Context: an optimization exercise on an open-source flow, tuned for small area. The choices shown serve that exercise and are no tape-out recipe. In this exercise RTL edits were held to simulation tests only and were not proved equivalent to the original.

==> flow/design.v (outline; a module is shown in full before it is edited, if it fits) <==
// module generic_dpram: 25 lines
// module mem_regf: 132 lines
// module regf_status: 65 lines
// module alu: 81 lines
// module mul32: 1901 lines
// module mul_fa: 9 lines
// module fetch: 123 lines
// module int_cont: 76 lines
// module sxp: 503 lines
module sxp 
		(clk,
		 reset_b,
		 mem_inst,		 
		 spqa,			 
                 ext_ra,		 
		 ext_rb,		 
		 ext_result,		 
		 ext_cvnz,		 
                 halt,			 
                 int_req,		 
		 int_num,		 
		 int_rdy,		 
		 int_srv_req,		 
                 int_srv_num,		 
		 ext_alu_a,		 
		 ext_alu_b,		 
                 ext_inst,		 
		 ext_inst_vld,		 
		 ext_we,		 
 		 extr_addr,		 
		 extw_data,		 
                 extw_addr,		 
		 spl_addr,		 
		 spw_addr,		 
 		 spw_we,		 
		 spw_data,		 
		 mem_pc);
  // ...
==> flow/run.sh <==
#!/bin/bash
# synth_recipe.tcl (not shown) runs the flow's synth.tcl, then flattens the netlist and writes it again
# the make line also repeats each setting of config.mk as NAME=value (left out here)
make -C /OpenROAD-flow-scripts/flow DESIGN_CONFIG=/design/flow/config.mk WORK_HOME=/design/flow/orfs CLKGATE_MAP_FILE= SYNTH_SCRIPT=/design/flow/synth_recipe.tcl finish
==> flow/config.mk <==
export PLATFORM = sky130hd
export DESIGN_NAME = sxp
export DESIGN_NICKNAME = sxp
export VERILOG_FILES = /design/flow/design.v
export SDC_FILE = /design/flow/constraint.sdc
export NUM_CORES = 4
export LEC_CHECK = 0
export CAP_MARGIN = 20
export CORE_MARGIN = 2
export CORE_UTILIZATION = 55
export PLACE_DENSITY = 0.65
export SLEW_MARGIN = 20
export SYNTH_HIERARCHICAL = 1
==> flow/constraint.sdc <==
create_clock -name core_clock -period 11.5 [get_ports {clk}]
set_input_delay 2.3000 -clock core_clock [delete_from_list [all_inputs] [get_ports {clk}]]
set_output_delay 2.3000 -clock core_clock [all_outputs]
set_load 0.01 [all_outputs]
==> impl_metrics.env, run 1 <==
export IMPL_hp_start="dest_addr_2[2]"
export IMPL_avgSynthCellArea_um2=11.4
export IMPL_skew_ns=0.0335
export IMPL_worstPathArrival_ns=11.11
export IMPL_synth_cells=7639
export IMPL_wl_met3_mm=39.0
export IMPL_r2r_end="wb_data[0]"
export IMPL_initial_core_util=0.555
export IMPL_antenna_cells=8
export IMPL_dp_hpwl_mm=244
export IMPL_relSlewSlack=0.190
export IMPL_synth_area_um2=87000
export IMPL_bufAreaShareNonClock=0.0715
export IMPL_grt_busiest_layer="met2"
export IMPL_seq_cell_count=1143
export IMPL_rsz0062_at_grt="no"
export IMPL_final_util=0.623
export IMPL_nNonClkInverters=331
export IMPL_wl_met2_mm=155
export IMPL_n_all_buffers=745
export IMPL_wl_per_cell_um=33.9
export IMPL_io_buffers=524
export IMPL_cap_viol_max_count=0
export IMPL_status="complete, no violations"
export IMPL_regMostFlops="i_regf.i_generic_dpram.mem"
==> run 2: changes to the inputs <==
==> flow/flow/run.sh (new file) <==
#!/bin/bash
# Standard layout, except that the port buffers buffer_ports inserts are the
# smallest plain buffer (buf_1) instead of the delay cell it picks by default.
set -euo pipefail
export BUFFER_PORTS_ARGS="-buffer_cell sky130_fd_sc_hd__buf_1"
bash standard.sh > standard.log 2>&1
==> flow/standard.sh (new file) <==
#!/bin/bash
# synth_recipe.tcl (not shown) runs the flow's synth.tcl, then flattens the netlist and writes it again
# the make line also repeats each setting of config.mk as NAME=value (left out here)
make -C /OpenROAD-flow-scripts/flow DESIGN_CONFIG=/design/flow/config.mk WORK_HOME=/design/flow/orfs CLKGATE_MAP_FILE= SYNTH_SCRIPT=/design/flow/synth_recipe.tcl "${@:-finish}"
--- a/flow/config.mk
+++ b/flow/config.mk
@@ -8,6 +8,7 @@
 export CAP_MARGIN = 20
 export CORE_MARGIN = 2
 export CORE_UTILIZATION = 55
+export CTS_BUF_LIST = sky130_fd_sc_hd__clkbuf_4 sky130_fd_sc_hd__clkbuf_8
 export PLACE_DENSITY = 0.65
 export SLEW_MARGIN = 20
 export SYNTH_HIERARCHICAL = 1
removed: flow/run.sh
==> impl_metrics.env, run 2 <==
export IMPL_status="complete, no violations"
export IMPL_core_area_um2=157000
export IMPL_wl_mm=343
export IMPL_period_minus_slack_ns=10.73
export IMPL_dp_hpwl_mm=248
export IMPL_nets=9219
export IMPL_dr_first_iter_drc_count=9153
export IMPL_setup_viol=0
export IMPL_vias=67400
export IMPL_holdCritPathClass="reg -> reg"
export IMPL_critPathKind="reg -> reg"
export IMPL_syn_to_final_growth_pct=8.64
export IMPL_ios=525
export IMPL_rows=145
export IMPL_post_cts_resized=0
export IMPL_io_buffers=524
export IMPL_final_util=0.603
export IMPL_synth_cells=7639
export IMPL_ant_nets=0
export IMPL_skew_ns=0.0437
export IMPL_largest_reg_flops=512
export IMPL_tightest_slew_ns=1.34
export IMPL_final_cell_mix="1,621 x nand2_1, 905 x fa_1, 522 x buf_1"
export IMPL_rsz0062_at_grt="no"
export IMPL_avgSynthCellArea_um2=11.4
export IMPL_fmaxAchievable_mhz=93.2
export IMPL_relSlewSlack=0.104
export IMPL_cp_slowest_cell="dfrtp_1"
export IMPL_met1_length_mm=125
export IMPL_crit_required_ns=12.34
export IMPL_cts_tree="built"
export IMPL_grt_start_max_net_pins=196
export IMPL_initial_core_util=0.555
export IMPL_first_pass_iters=7
export IMPL_grt_pass1_vias=68900
export IMPL_numClockSinks=1143
export IMPL_grt_pass1_wl_mm=493
export IMPL_grt_overflow=0
export IMPL_fp_dieArea_um2=161000
export IMPL_numCtsBuffers=184
export IMPL_top_layer="met5"
export IMPL_critPathLaunchType="flip-flop"
export IMPL_wl_per_cell_um=33.8
export IMPL_synth_nets=8934
export IMPL_clock_path_buffers=3
export IMPL_wl_met3_mm=39.9
export IMPL_htreeDepth=4
export IMPL_timing_final_crit_share=0.933
export IMPL_wl_met2_mm=152
export IMPL_cp_max_fo=22
export IMPL_crit_top_cell="fa_1"
export IMPL_gp_congestion=1.03
export IMPL_antenna_found_initial=25
export IMPL_route_detailed_drc=0
export IMPL_clkLatencyLatePin_ns=0.93
export IMPL_crit_path_max_incr_delay_ns=0.99
export IMPL_cp_end_kind="flip-flop"
export IMPL_cap_viol_max_count=0
export IMPL_finalHoldViolCount=0
export IMPL_yosysWarnings=13
export IMPL_worstPathArrival_ns=11.57
export IMPL_cts_hold_buf=0
export IMPL_slew_violations=0
export IMPL_die_h_um=402
export IMPL_fp_dieW_um=402
export IMPL_regMostFlops="i_regf.i_generic_dpram.mem"
export IMPL_viasPerCell=6.64
export IMPL_postCtsSetupRepairBufs=0
export IMPL_clk_pin_slew_ns=0.06
export IMPL_layout_drive_gt1_share=0.154
export IMPL_grt_total_usage=0.427
export IMPL_synth_area_um2=87000
export IMPL_layout_commonest_cell="nand2_1"
export IMPL_cts_root_buf="clkbuf_8"
export IMPL_fin_setup_tns_ns=0
## run 2: path summary, 6_finish.rpt
check,slack (ns),end,start,cells past startpoint
max in group asynchronous,7.46,b_3[6],reset_b,4
worst min-delay path,0.46,dest_addr_3[3],dest_addr_2[3],2
worst max register to register,0.77,wb_data[0],a_3[31],31
worst min register to register,0.46,dest_addr_3[3],dest_addr_2[3],2
min in group asynchronous,1.46,i_int_cont.state[0],reset_b,1
worst max-delay path,0.77,wb_data[0],a_3[31],31
## run 2: layout make-up
cell class	instances	area (um^2)
fillers	13000	62200
multi-input cells	5527	52100
flip-flops and latches	1143	30900
repair buffers	737	3670
clock buffers	290	3540
well taps	2058	2570
inverters	331	1240
clock inverters	52	470
diodes	15	37.5
## run 2: per-layer routing
layer,global-route usage,vias up
li1,-,27100
met1,0.558,34600
met2,0.643,4605
met3,0.115,1133
met4,0.258,10
met5,0,-
## run 2: critical path, delay by kind of cell, from the launching register on
kind            cells  cell delay, ns
buf+inv             1            0.05
flops               1            0.99
mux                 3            0.57
fa+ha+maj           9            4.54
compound gates      8            2.15
simple gates        9            2.20
xor+xnor            1            0.15
## run 2: through the flow
step	instances	hold slack [ns]	worst slack, ns	instance area [um^2]
detailed placement	9791	0.456	0.882	90400
CTS	10100	0.471	0.833	94400
finish	10200	0.463	0.768	94500
global placement	9791	0.447	0.935	90400
global route	10100	0.485	0.465	94500
floorplan	7639	0.435	2.69	87000
==> module alu, before the edit <==
module alu     (opcode,		 
		a,		 
		b,		 
		cin,		 
		ya,		 
		yb,		 
		cvnz_a,		 
		cvnz_b		 
	       );
input [2:0] opcode;
input [31:0] a;
input [31:0] b;
input cin;
output [31:0] ya;
reg [31:0] ya;
output [31:0] yb;
reg [31:0] yb;
output [3:0] cvnz_a;
output [3:0] cvnz_b;
reg  c_flag_a;
reg  v_flag_a;
reg  c_flag_b;
reg  v_flag_b;
wire sub = opcode[1];				 
wire [31:0] bx = b ^ {32{sub}};
wire [16:0] lo = {1'b 0, a[15:0]} + {1'b 0, bx[15:0]} + sub;
wire [16:0] hi_a = {1'b 0, a[31:16]} + {1'b 0, bx[31:16]} + lo[16];
wire e = b[15] ^ sub;
wire [16:0] hi_b = {1'b 0, a[31:16]} + {1'b 0, {16{e}}} + lo[16];
wire [31:0] s_a = {hi_a[15:0], lo[15:0]};
wire [31:0] s_b = {hi_b[15:0], lo[15:0]};
wire co_a = hi_a[16] ^ sub;
wire co_b = hi_b[16] ^ sub;
wire vb_bit = sub ? ~b[31] : b[15];
wire ov_a = (~a[31] & ~bx[31] & s_a[31]) | (a[31] & bx[31] & ~s_a[31]);
wire ov_b = (~a[31] & ~vb_bit & s_b[31]) | (a[31] & vb_bit & ~s_b[31]);
wire [63:0] p;
mul32 i_mul (.a(a), .b(b), .p(p));
always @(*)
  begin
    ya = 'b 0;
    yb = 'b 0;
    c_flag_a = 'b 0;
    v_flag_a = 'b 0;
    c_flag_b = 'b 0;
    v_flag_b = 'b 0;
    case (opcode)
      3'd 0: begin
          ya = a;
          yb = b;
        end
      3'd 1, 3'd 2: begin
          ya = s_a;
          yb = s_b;
          c_flag_a = co_a;
          c_flag_b = co_b;
          v_flag_a = ov_a;
          v_flag_b = ov_b;
        end
      3'd 3: begin
          ya = p[31:0];
          yb = p[63:32];
        end
      3'd 4: begin
          ya = a & b;
          yb = a | b;
        end
      3'd 5: begin
          ya = a ^ b;
          yb = ~(a ^ b);
        end
      3'd 7: begin
          ya = {a[15:0], a[31:16]};
          yb = {b[15:0], b[31:16]};
        end
      default: ;
    endcase
  end
assign cvnz_a = {c_flag_a, v_flag_a, ya[31], ~|ya};
assign cvnz_b = {c_flag_b, v_flag_b, yb[31], ~|yb};
endmodule
==> module sxp, before the edit <==
module sxp 
		(clk,
		 reset_b,
		 mem_inst,		 
		 spqa,			 
                 ext_ra,		 
		 ext_rb,		 
		 ext_result,		 
		 ext_cvnz,		 
                 halt,			 
                 int_req,		 
		 int_num,		 
		 int_rdy,		 
		 int_srv_req,		 
                 int_srv_num,		 
		 ext_alu_a,		 
		 ext_alu_b,		 
                 ext_inst,		 
		 ext_inst_vld,		 
		 ext_we,		 
 		 extr_addr,		 
		 extw_data,		 
                 extw_addr,		 
		 spl_addr,		 
		 spw_addr,		 
 		 spw_we,		 
		 spw_data,		 
		 mem_pc);		 
parameter RF_WIDTH = 4;
parameter RF_SIZE  = 16;
input clk;
input reset_b;
input [31:0] mem_inst;
input [31:0] spqa;
input [31:0] ext_ra;
input [31:0] ext_rb;
input [31:0] ext_result;
input [3:0] ext_cvnz;
input halt;
input int_req;
input [15:0] int_num;
output int_rdy;
output int_srv_req;
output [15:0] int_srv_num;
output [31:0] ext_alu_a;
output [31:0] ext_alu_b;
output  ext_we;
reg     ext_we;
output [31:0] extr_addr;
output [31:0] extw_data;
output [31:0] extw_addr;
output [31:0] spl_addr;
output [31:0] spw_addr;
output spw_we;
reg spw_we;
output [31:0] spw_data;
output [31:0] mem_pc;
output [31:0] ext_inst;
output ext_inst_vld;
reg [31:0] spl_addr_3;
reg [31:0] spl_data_3_wb;
reg spl_hit_3_wb;		 
reg [31:0] spl_data;
wire stall_1_2;			 
reg [31:0] wb_data;		 
reg [31:0] wb_sel_3;		 
reg  set_pc;
wire flush_pipeline;		 
wire stall_fetch;		 
reg wec;			 
wire [31:0] qra;		 
wire [31:0] qrb;		 
wire [3:0] cvnz_a;		 
wire [3:0] cvnz_b;		 
wire [31:0] ya;			 
wire [31:0] yb;			 
wire stall_1;			 
wire [31:0] pcn_1;		 
wire inst_vld_1;		 
wire [31:0] inst_1; 		 
wire [1:0] dest_cfg_1;		 
wire [RF_WIDTH-1:0] dest_addr_1; 
wire [2:0] src_cfg_1;		 
wire [2:0] alu_cfg_1;		 
wire [3:0] wb_cfg_1;		 
wire [RF_WIDTH-1:0] addra_1;	 
wire [RF_WIDTH-1:0] addrb_1;	 
wire [RF_WIDTH-1:0] addrc_1;	 
wire [15:0] imm_1;		 
reg dest_en_1;			 
reg a_en;			 
reg b_en;			 
wire cond_jump_1;		 
wire jz_1;			 
wire jal_1;			 
wire stall_2;			 
reg  inst_vld_2;		 
reg  [1:0] dest_cfg_2;		 
reg  [RF_WIDTH-1:0] dest_addr_2; 
reg  [2:0] src_cfg_2;		 
reg  [2:0] alu_cfg_2;		 
reg  [3:0] wb_cfg_2;		 
reg  [15:0] imm_2;		 
reg  [31:0] pcn_2;		 
reg  [31:0] a_2;		 
reg  [31:0] b_2;		 
reg  cond_jump_2;		 
reg  jz_2;			 
reg  jal_2;			 
reg [31:0] r_qra;		 
wire stall_3;			 
reg  inst_vld_3;		 
reg  [1:0] dest_cfg_3;		 
reg  [RF_WIDTH-1:0] dest_addr_3; 
reg  [2:0] alu_cfg_3;		 
reg  [3:0] wb_cfg_3;		 
reg  [31:0] pcn_3;		 
reg  [31:0] a_3;		 
reg  [31:0] b_3;		 
reg  cond_jump_3;		 
reg  jz_3;			 
reg  jal_3;			 
wire stall_4;			 
reg  inst_vld_4;		 
reg  [1:0] dest_cfg_4;		 
reg  [RF_WIDTH-1:0] dest_addr_4; 
reg  [31:0] yb_4;		 
reg  [31:0] pcn_4;		 
wire [RF_WIDTH-1:0] addrc_wb;	 
reg  cond_jump_4;		 
reg  jz_4;			 
reg  jal_4;			 
wire [31:0] regc_data;		 
assign stall_1 = stall_1_2 || halt;
assign stall_2 = stall_1_2 || halt;
assign stall_3 = halt;
assign stall_4 = halt;
wire idle;
wire jal_req;
wire safe_switch;
wire nop_detect;
wire int_jal_req;
int_cont i_int_cont(
                .clk(clk),                       
                .reset_b(reset_b),               
                .halt(halt),                     
                .int_req(int_req),               
                .int_num(int_num),               
                .nop_detect(nop_detect),         
                .int_rdy(int_rdy),               
                .idle(idle),          		 
                .jal_req(jal_req),               
                .int_srv_req(int_srv_req),       
                .int_srv_num(int_srv_num));      
fetch  	i_fetch (
		 .clk(clk),			 
		 .reset_b(reset_b),		 
    		 .stall(stall_1),		 
		 .set_pc(set_pc),		 
		 .pc_init(wb_data),		 
		 .mem_inst(mem_inst),		 
                 .idle(idle),			 
                 .jal_req(jal_req),		 
                 .int_srv_num(int_srv_num),	 
		 .int_jal_req(int_jal_req),	 
		 .mem_pc(mem_pc),		 
		 .pcn(pcn_1),			 
		 .flush_pipeline(flush_pipeline),	 
    		 .inst_vld(inst_vld_1),		 
		 .inst(inst_1));		 
assign ext_inst = inst_1;
assign ext_inst_vld = inst_vld_1;
assign dest_cfg_1 = inst_1[31:30];
assign src_cfg_1 = inst_1[29:27];
assign alu_cfg_1 = inst_1[26:24];
assign wb_cfg_1 = inst_1[23:20];
assign dest_addr_1 = inst_1[19:16];
assign addra_1 = (src_cfg_1 == 3'b001) ? dest_addr_1 : inst_1[15:12];
assign addrb_1 = inst_1[11:8];
assign imm_1 = inst_1[15:0]; 
assign cond_jump_1 = inst_1[0]; 
assign jz_1 = inst_1[1]; 
assign jal_1 = (!src_cfg_1[0] && !src_cfg_1[2]) ? inst_1[2] : int_jal_req; 
always @(src_cfg_1 or inst_vld_1 or dest_cfg_1)
  begin
    if (inst_vld_1) 
      begin
        dest_en_1 = !dest_cfg_1;		 
        case (src_cfg_1)
          3'b 000 : begin
                      a_en = 1'b 1;
                      b_en = 1'b 1;
                    end  
          3'b 001 : begin
                      a_en = 1'b 1;
                      b_en = 1'b 0;
                    end  
          3'b 010 : begin
                      a_en = 1'b 0;
                      b_en = 1'b 1;
                    end  
          3'b 011 : begin
                      a_en = 1'b 0;
                      b_en = 1'b 0;
                    end  
          3'b 100 : begin
                      a_en = 1'b 1;
                      b_en = 1'b 0;
                    end  
          3'b 101 : begin
                      a_en = 1'b 0;
                      b_en = 1'b 1;
                    end  
          3'b 110 : begin
                      a_en = 1'b 0;
                      b_en = 1'b 0;
                    end  
          3'b 111 : begin
                      a_en = 1'b 0;
                      b_en = 1'b 0;
                    end  
         endcase
      end
    else
      begin
        a_en = 1'b 0;
        b_en = 1'b 0;
        dest_en_1 = 1'b 0;
      end
  end
mem_regf #(4,32) i_regf ( 
	        .clk(clk),			 
		.reset_b(reset_b),		 
		.halt(halt),			 
	   	.addra(addra_1),		 
                .a_en(a_en),			 
		.addrb(addrb_1),		 
                .b_en(b_en),			 
		.addrc(addrc_wb),		 
	        .dc(regc_data),			 
		.wec(wec),			 
		.qra(qra),			 
		.qrb(qrb));			 
regf_status #(4) i_regf_status(
                .clk(clk),            		 
                .reset_b(reset_b),        	 
		.halt(halt),			 
                .dest_en(dest_en_1),        	 
                .dest_addr(dest_addr_1),      	 
                .wec(wec),   	         	 
                .addrc(addrc_wb),          	 
                .addra(addra_1),          	 
                .addrb(addrb_1),          	 
		.a_en(a_en),			 
		.b_en(b_en),			 
		.flush_pipeline(flush_pipeline), 
                .safe_switch(safe_switch),    	 
                .conflict(stall_1_2));    	 
always @(posedge clk or negedge reset_b)
  begin
    if (!reset_b)
      begin
        inst_vld_2 <= 'b 0;
        dest_cfg_2 <= 'b 0;
        dest_addr_2 <= 'b 0;
        src_cfg_2 <= 'b 0;
        alu_cfg_2 <= 'b 0;
        wb_cfg_2 <= 'b 0;
	imm_2 <= 'b 0;
        pcn_2 <= 'b 0;
        cond_jump_2 <= 'b 0;
        jz_2 <= 'b 0; 
        jal_2 <= 'b 0;
      end
    else
      if (flush_pipeline)
        inst_vld_2 <= 'b 0;
      else
        if (!halt)
          begin
            inst_vld_2 <= (stall_1_2) ? 1'b 0 : inst_vld_1; 	 
            if (inst_vld_1 && !stall_1_2)			 
              begin
                dest_cfg_2 <= dest_cfg_1;
                dest_addr_2 <= dest_addr_1;
                src_cfg_2 <= src_cfg_1;
                alu_cfg_2 <= alu_cfg_1;
                wb_cfg_2 <= wb_cfg_1;
                imm_2 <= imm_1;
                pcn_2 <= pcn_1;
                cond_jump_2 <= cond_jump_1 & b_en;	 
                jz_2 <= jz_1; 
 		jal_2 <= jal_1;	
              end
          end
  end
always @(posedge clk or negedge reset_b)
  begin
    if (!reset_b)
      r_qra <= 'b 0;
    else
      if (!halt)
        r_qra <= qra;
  end
assign spl_addr = (halt) ? r_qra : qra;  
assign extr_addr = (halt) ? r_qra : qra;  
always @(src_cfg_2 or qra or qrb or ext_ra or ext_rb or pcn_2 or imm_2)
  begin
    case (src_cfg_2)
      3'b 000 : begin
                  a_2 = qra;
                  b_2 = qrb;
                end
      3'b 001 : begin
                  a_2 = qra;
                  b_2 = {16'b 0, imm_2};
                end
      3'b 010 : begin
                  a_2 = pcn_2;
                  b_2 = qrb;
                end
      3'b 011 : begin
                  a_2 = pcn_2;
                  b_2 = {16'b 0, imm_2};
                end
      3'b 100 : begin
                  a_2 = qra;
                  b_2 = ext_rb;
                end
      3'b 101 : begin
                  a_2 = ext_ra;
                  b_2 = qrb;
                end
      3'b 110 : begin
                  a_2 = ext_ra;
                  b_2 = {16'b 0, imm_2};
                end
      3'b 111 : begin
                  a_2 = ext_ra;
                  b_2 = ext_rb;
                end
    endcase
  end
always @(posedge clk or negedge reset_b)
  begin
    if (!reset_b)
      begin
        inst_vld_3 <= 'b 0;
        a_3 <= 'b 0;
        b_3 <= 'b 0;
        dest_cfg_3 <= 'b 0;
        dest_addr_3 <= 'b 0;
        alu_cfg_3 <= 'b 0;
        wb_cfg_3 <= 'b 0;
	pcn_3 <= 'b 0;
        cond_jump_3 <= 'b 0;
        jz_3 <= 'b 0; 
	jal_3 <= 'b 0;
	spl_addr_3 <= 'b 0;
	spl_data_3_wb <= 'b 0;
        spl_hit_3_wb <= 'b 0;
      end
    else
      if (flush_pipeline)		 
        inst_vld_3 <= 'b 0;
      else
        if (!stall_3)
          begin
            inst_vld_3 <= inst_vld_2;
            if (inst_vld_2)		 
              begin
                a_3 <= a_2;
                b_3 <= b_2;
                dest_cfg_3 <= dest_cfg_2;
                dest_addr_3 <= dest_addr_2;
                alu_cfg_3 <= alu_cfg_2;
                wb_cfg_3 <= wb_cfg_2;
		pcn_3 <= pcn_2;
                cond_jump_3 <= cond_jump_2;
                jz_3 <= jz_2; 
		jal_3 <= jal_2;
	        spl_addr_3 <= spl_addr;
	        spl_data_3_wb <= spw_data;
		spl_hit_3_wb <= (spl_addr == spw_addr) && spw_we;
              end          
          end
  end
assign ext_alu_a = a_3;			 
assign ext_alu_b = b_3;			 
alu      i_alu ( 
		.opcode(alu_cfg_3),	 
		.a(a_3),		 
		.b(b_3),		 
		.cin(1'b 0),		 
		.ya(ya),		 
		.yb(yb),		 
		.cvnz_a(cvnz_a),	 
		.cvnz_b(cvnz_b)		 
	        );
always @(*)
  begin
    if ((spl_addr_3 == spw_addr) && spw_we)
      spl_data = spw_data;
    else
      if (spl_hit_3_wb)
        spl_data = spl_data_3_wb;
      else
        spl_data = spqa;
  end 
always @(*)
  begin
    case (wb_cfg_3) 
      4'b 0000 : wb_sel_3 = ya;
      4'b 0001 : wb_sel_3 = yb;
      4'b 0010 : wb_sel_3 = spl_data;
      4'b 0011 : wb_sel_3 = ext_result;
      4'b 0100 : wb_sel_3 = { {31{1'b 0}} , cvnz_a[0]}; 	 
      4'b 0101 : wb_sel_3 = { {31{1'b 0}} , cvnz_a[1]}; 	 
      4'b 0110 : wb_sel_3 = { {31{1'b 0}} , cvnz_a[2]}; 	 
      4'b 0111 : wb_sel_3 = { {31{1'b 0}} , cvnz_a[3]}; 	 
      4'b 1000 : wb_sel_3 = { {31{1'b 0}} , cvnz_b[0]}; 	 
      4'b 1001 : wb_sel_3 = { {31{1'b 0}} , cvnz_b[1]}; 	 
      4'b 1010 : wb_sel_3 = { {31{1'b 0}} , cvnz_b[2]}; 	 
      4'b 1011 : wb_sel_3 = { {31{1'b 0}} , cvnz_b[3]}; 	 
      4'b 1100 : wb_sel_3 = { {31{1'b 0}} , ext_cvnz[0]}; 	 
      4'b 1101 : wb_sel_3 = { {31{1'b 0}} , ext_cvnz[1]}; 	 
      4'b 1110 : wb_sel_3 = { {31{1'b 0}} , ext_cvnz[2]}; 	 
      4'b 1111 : wb_sel_3 = { {31{1'b 0}} , ext_cvnz[3]}; 	 
    endcase
  end
always @(posedge clk or negedge reset_b)
  begin
    if (!reset_b)
      begin
        wb_data <= 'b 0;
        yb_4 <= 'b 0; 
        inst_vld_4 <= 'b 0;
        dest_addr_4 <= 'b 0;
        dest_cfg_4 <= 'b 0;
	pcn_4 <= 'b 0;
	cond_jump_4 <= 'b 0;
        jz_4 <= 'b 0; 
	jal_4 <= 'b 0;
      end
    else
      if (flush_pipeline)			 
        inst_vld_4 <= 'b 0;
      else
        if (!stall_4)
          begin
            inst_vld_4 <= inst_vld_3;
            if (inst_vld_3)			 
              begin
                wb_data <= wb_sel_3;
                yb_4 <= yb;		
                dest_addr_4 <= dest_addr_3;
                dest_cfg_4 <= dest_cfg_3;
		pcn_4 <= pcn_3;
	        cond_jump_4 <= cond_jump_3;
                jz_4 <= jz_3; 
		jal_4 <= jal_3;
              end
          end
  end
always @(*)
  begin
    if (inst_vld_4)
      case (dest_cfg_4)
        2'b 00 : {wec, set_pc, spw_we, ext_we} = 4'b 1000;
        2'b 01 : begin
                   {spw_we, ext_we} = 2'b 00;
                   if (wb_data == pcn_4)
                     {wec, set_pc} = 2'b 00; 	 
                   else
                     if (cond_jump_4)
                       if (yb_4[0]^jz_4)	 
                         begin
                           wec = jal_4;
                           set_pc = 1'b 1;
                         end
                       else			 
                         {wec, set_pc} = 2'b 00; 
                     else 			 
                       begin
                         wec = jal_4;
                         set_pc = 1'b 1;
                       end
                 end
        2'b 10 : {wec, set_pc, spw_we, ext_we} = 4'b 0010;
        2'b 11 : {wec, set_pc, spw_we, ext_we} = 4'b 0001;
        default: {wec, set_pc, spw_we, ext_we} = 4'b 0000;
      endcase
    else 
      {wec, set_pc, spw_we, ext_we} = 4'b 0000;
  end
  assign regc_data = (wec && set_pc) ? pcn_4 : wb_data;		 
  assign addrc_wb = dest_addr_4;				 
  assign nop_detect = inst_vld_4 & ~(wec | set_pc | spw_we | ext_we);	 
  assign extw_data = wb_data;					 
  assign extw_addr = yb_4;
  assign spw_addr = yb_4;					 
  assign spw_data = wb_data;					 
endmodule
==> run 3: changes to the inputs <==
--- a/flow/design.v
+++ b/flow/design.v
@@ -298,8 +298,8 @@
       default: ;
     endcase
   end
-assign cvnz_a = {c_flag_a, v_flag_a, ya[31], ~|ya};
-assign cvnz_b = {c_flag_b, v_flag_b, yb[31], ~|yb};
+assign cvnz_a = {c_flag_a, v_flag_a, ya[31], 1'b 0};
+assign cvnz_b = {c_flag_b, v_flag_b, yb[31], 1'b 0};
 endmodule
 module mul32 (a, b, p);
 input [31:0] a;
@@ -2474,7 +2474,9 @@
 reg spl_hit_3_wb;		 
 reg [31:0] spl_data;
 wire stall_1_2;			 
-reg [31:0] wb_data;		 
+wire [31:0] wb_data;		 
+reg [31:0] wb_word;		 
+reg wb_zf;			 
 reg [31:0] wb_sel_3;		 
 reg  set_pc;
 wire flush_pipeline;		 
@@ -2826,11 +2828,11 @@
       4'b 0001 : wb_sel_3 = yb;
       4'b 0010 : wb_sel_3 = spl_data;
       4'b 0011 : wb_sel_3 = ext_result;
-      4'b 0100 : wb_sel_3 = { {31{1'b 0}} , cvnz_a[0]}; 	 
+      4'b 0100 : wb_sel_3 = ya;			 	 
       4'b 0101 : wb_sel_3 = { {31{1'b 0}} , cvnz_a[1]}; 	 
       4'b 0110 : wb_sel_3 = { {31{1'b 0}} , cvnz_a[2]}; 	 
       4'b 0111 : wb_sel_3 = { {31{1'b 0}} , cvnz_a[3]}; 	 
-      4'b 1000 : wb_sel_3 = { {31{1'b 0}} , cvnz_b[0]}; 	 
+      4'b 1000 : wb_sel_3 = yb;			 	 
       4'b 1001 : wb_sel_3 = { {31{1'b 0}} , cvnz_b[1]}; 	 
       4'b 1010 : wb_sel_3 = { {31{1'b 0}} , cvnz_b[2]}; 	 
       4'b 1011 : wb_sel_3 = { {31{1'b 0}} , cvnz_b[3]}; 	 
@@ -2844,7 +2846,8 @@
   begin
     if (!reset_b)
       begin
-        wb_data <= 'b 0;
+        wb_word <= 'b 0;
+        wb_zf <= 'b 0;
         yb_4 <= 'b 0; 
         inst_vld_4 <= 'b 0;
         dest_addr_4 <= 'b 0;
@@ -2863,7 +2866,8 @@
             inst_vld_4 <= inst_vld_3;
             if (inst_vld_3)			 
               begin
-                wb_data <= wb_sel_3;
+                wb_word <= wb_sel_3;
+                wb_zf <= (wb_cfg_3 == 4'b 0100) || (wb_cfg_3 == 4'b 1000);
                 yb_4 <= yb;		
                 dest_addr_4 <= dest_addr_3;
                 dest_cfg_4 <= dest_cfg_3;
@@ -2874,6 +2878,7 @@
               end
           end
   end
+assign wb_data = (wb_zf) ? { {31{1'b 0}} , ~|wb_word} : wb_word;
 always @(*)
   begin
     if (inst_vld_4)
==> flow/flow/run.sh (replaced) <==
#!/bin/bash
# Standard layout, except:
#  - the port buffers buffer_ports inserts are the smallest plain buffer
#    (buf_1) instead of the delay cell it picks by default;
#  - clock tree synthesis clusters up to 16 sinks per leaf buffer, uses
#    clkbuf_8 and inserts no dummy loads.
set -euo pipefail
export BUFFER_PORTS_ARGS="-buffer_cell sky130_fd_sc_hd__buf_1"
export CTS_ARGS="-sink_clustering_enable -repair_clock_nets -sink_clustering_size 16 -sink_clustering_max_diameter 50 -buf_list {sky130_fd_sc_hd__clkbuf_8} -dont_use_dummy_load"
bash standard.sh > standard.log 2>&1
--- a/flow/config.mk
+++ b/flow/config.mk
@@ -8,7 +8,6 @@
 export CAP_MARGIN = 20
 export CORE_MARGIN = 2
 export CORE_UTILIZATION = 55
-export CTS_BUF_LIST = sky130_fd_sc_hd__clkbuf_4 sky130_fd_sc_hd__clkbuf_8
 export PLACE_DENSITY = 0.65
 export SLEW_MARGIN = 20
 export SYNTH_HIERARCHICAL = 1
==> impl_metrics.env, run 3 <==
export IMPL_crit_required_ns=12.25
export IMPL_cts_hold_buf=0
export IMPL_layout_commonest_cell="nand2_1"
export IMPL_nets=9238
export IMPL_gp_congestion=1.02
export IMPL_multi_input_area_um2=53000
export IMPL_dr_first_iter_drc_count=8676
export IMPL_numClockSinks=1144
export IMPL_initial_core_util=0.554
export IMPL_cp_max_fo=39
export IMPL_viasPerCell=6.72
export IMPL_timing_final_crit_share=0.836
export IMPL_cp_end_kind="flip-flop"
export IMPL_rows=146
export IMPL_ant_nets=0
export IMPL_yosysWarnings=13
export IMPL_layout_drive_gt1_share=0.129
export IMPL_cts_tree="built"
export IMPL_synth_cells=7787
export IMPL_tightest_slew_ns=1.27
export IMPL_synth_area_um2=87900
export IMPL_die_h_um=404
export IMPL_skew_ns=0.141
export IMPL_grt_start_max_net_pins=86
export IMPL_htreeDepth=3
export IMPL_wl_mm=336
export IMPL_grt_pass1_wl_mm=483
export IMPL_status="complete, no violations"
export IMPL_antenna_found_initial=22
export IMPL_fin_setup_tns_ns=0
export IMPL_fmaxAchievable_mhz=104
export IMPL_avgSynthCellArea_um2=11.3
export IMPL_grt_pass1_vias=68200
export IMPL_rsz0062_at_grt="no"
export IMPL_fp_dieArea_um2=163000
export IMPL_critPathKind="reg -> reg"
export IMPL_finalHoldViolCount=0
export IMPL_final_cell_mix="1,681 x nand2_1, 905 x fa_1, 521 x buf_1"
export IMPL_stdcell_count=10000
export IMPL_regArea_um2=30900
export IMPL_route_detailed_drc=0
export IMPL_regMostFlops="i_regf.i_generic_dpram.mem"
export IMPL_relSlewSlack=0.132
export IMPL_setup_viol=0
export IMPL_dp_cells=9904
export IMPL_worstPathArrival_ns=10.36
export IMPL_crit_path_max_incr_delay_ns=1.14
export IMPL_fp_dieW_um=404
export IMPL_crit_top_cell="fa_1"
export IMPL_largest_reg_flops=512
export IMPL_period_minus_slack_ns=9.61
export IMPL_post_cts_resized=0
export IMPL_first_pass_iters=9
export IMPL_vias=67400
export IMPL_clock_path_buffers=3
export IMPL_syn_to_final_growth_pct=5.34
export IMPL_postCtsSetupRepairBufs=0
export IMPL_slew_violations=0
export IMPL_grt_total_usage=0.414
export IMPL_wl_per_cell_um=33.5
export IMPL_cp_slowest_cell="dfrtp_2"
export IMPL_synth_nets=9082
export IMPL_critPathLaunchType="flip-flop"
export IMPL_n_fill_cell=13400
export IMPL_ios=525
export IMPL_finalWorstSetupSlack_ns=1.89
export IMPL_holdCritPathClass="reg -> reg"
export IMPL_cts_root_buf="clkbuf_8"
export IMPL_clkLatencyLatePin_ns=0.93
export IMPL_numCtsBuffers=109
export IMPL_cap_viol_max_count=0
export IMPL_core_area_um2=159000
export IMPL_grt_overflow=0
export IMPL_post_place_ws_ns=1.97
export IMPL_io_buffers=524
export IMPL_dp_hpwl_mm=245
export IMPL_clk_pin_slew_ns=0.08
[run 3: cell types whose count changed in the layout (fill, tap and decap cells not counted), sizes merged, moves of 38 or more]
| cell | before | now |
|---|---|---|
| a21oi | 149 | 214 |
| nand2 | 1622 | 1682 |
| mux2 | 288 | 335 |
| a221o | 42 | 4 |
| nor2 | 214 | 164 |
| buf | 733 | 695 |
| clkbuf | 294 | 112 |
| mux2i | 146 | 106 |
[run 3: through the flow]
stage | utilization | hold slack [ns] | area [um^2]
CTS | 0.584 | 0.445 | 92600
finish | 0.584 | 0.447 | 92600
floorplan | - | 0.433 | 87900
detailed placement | 0.574 | 0.446 | 91100
global placement | 0.574 | 0.440 | 91100
global route | 0.584 | 0.472 | 92600
[run 3: routing by layer]
layer	global-route usage	vias to the layer above	share of wire
met4	0.256	16	0.074
met2	0.605	4673	0.43
met3	0.131	1035	0.13
met1	0.539	34400	0.36
li1	-	27200	-
met5	0	-	0.00031
[run 3: path summary, 6_finish.rpt]
path | start | endpoint | slack [ns] | depth (start not counted)
setup / recovery | b_3[5] | wb_word[0] | 1.89 | 30
hold / removal | pcn_3[21] | pcn_4[21] | 0.45 | 2
setup reg to reg | b_3[5] | wb_word[0] | 1.89 | 30
hold reg to reg | pcn_3[21] | pcn_4[21] | 0.45 | 2
max in group asynchronous | reset_b | a_3[7] | 7.51 | 3
min in group asynchronous | reset_b | spl_addr_3[25] | 1.53 | 1
[run 3: area by class of cell]
class | instances | share of cell area
diodes | 20 | 0.000540
well taps | 2072 | 0.0280
multi-input cells | 5667 | 0.572
clock buffers | 109 | 0.0162
inverters | 323 | 0.0131
flip-flops and latches | 1144 | 0.334
repair buffers | 698 | 0.0356
[run 3: worst max-delay path: cells and delay by family (launching register included)]
family	cells	cell delay (ns)
AOI/OAI and AO/OA	15	2.69
adders and majority gates	9	4.51
buffers and inverters	1	0.05
DFF	1	1.14
muxes	1	0.08
and+or+nand+nor	4	0.99

re-timing with driven ports:
The flow's constraints put no driver on any port. The routed layouts listed below were extracted and timed again, unchanged, in two steps. Step 1 assumes that a clkbuf_16 drives the clock port and a buf_2 every other input. Step 2, shift: input delay + t, output delay - t, t = (earliest + latest rising clock arrival at the registers) / 2. This alone moves slack from input paths to output paths. Three values: no drivers, after step 1, after step 2; two values: the first two.
run	t (ns)	slack for setup (ns)	latest minus earliest clock arrival (ns)	worst register clock-pin slew, ns	cell pins on the clock port's net
run 1	0.835	1.065 / 1.065 / 1.065	0.037 / 0.037	0.07 / 0.07	1
run 2	0.987	0.768 / 0.768 / 0.768	0.052 / 0.052	0.08 / 0.08	1
run 3	0.950	1.889 / 1.883 / 1.889	0.161 / 0.161	0.10 / 0.10	1
After both steps every run listed still meets setup and hold.
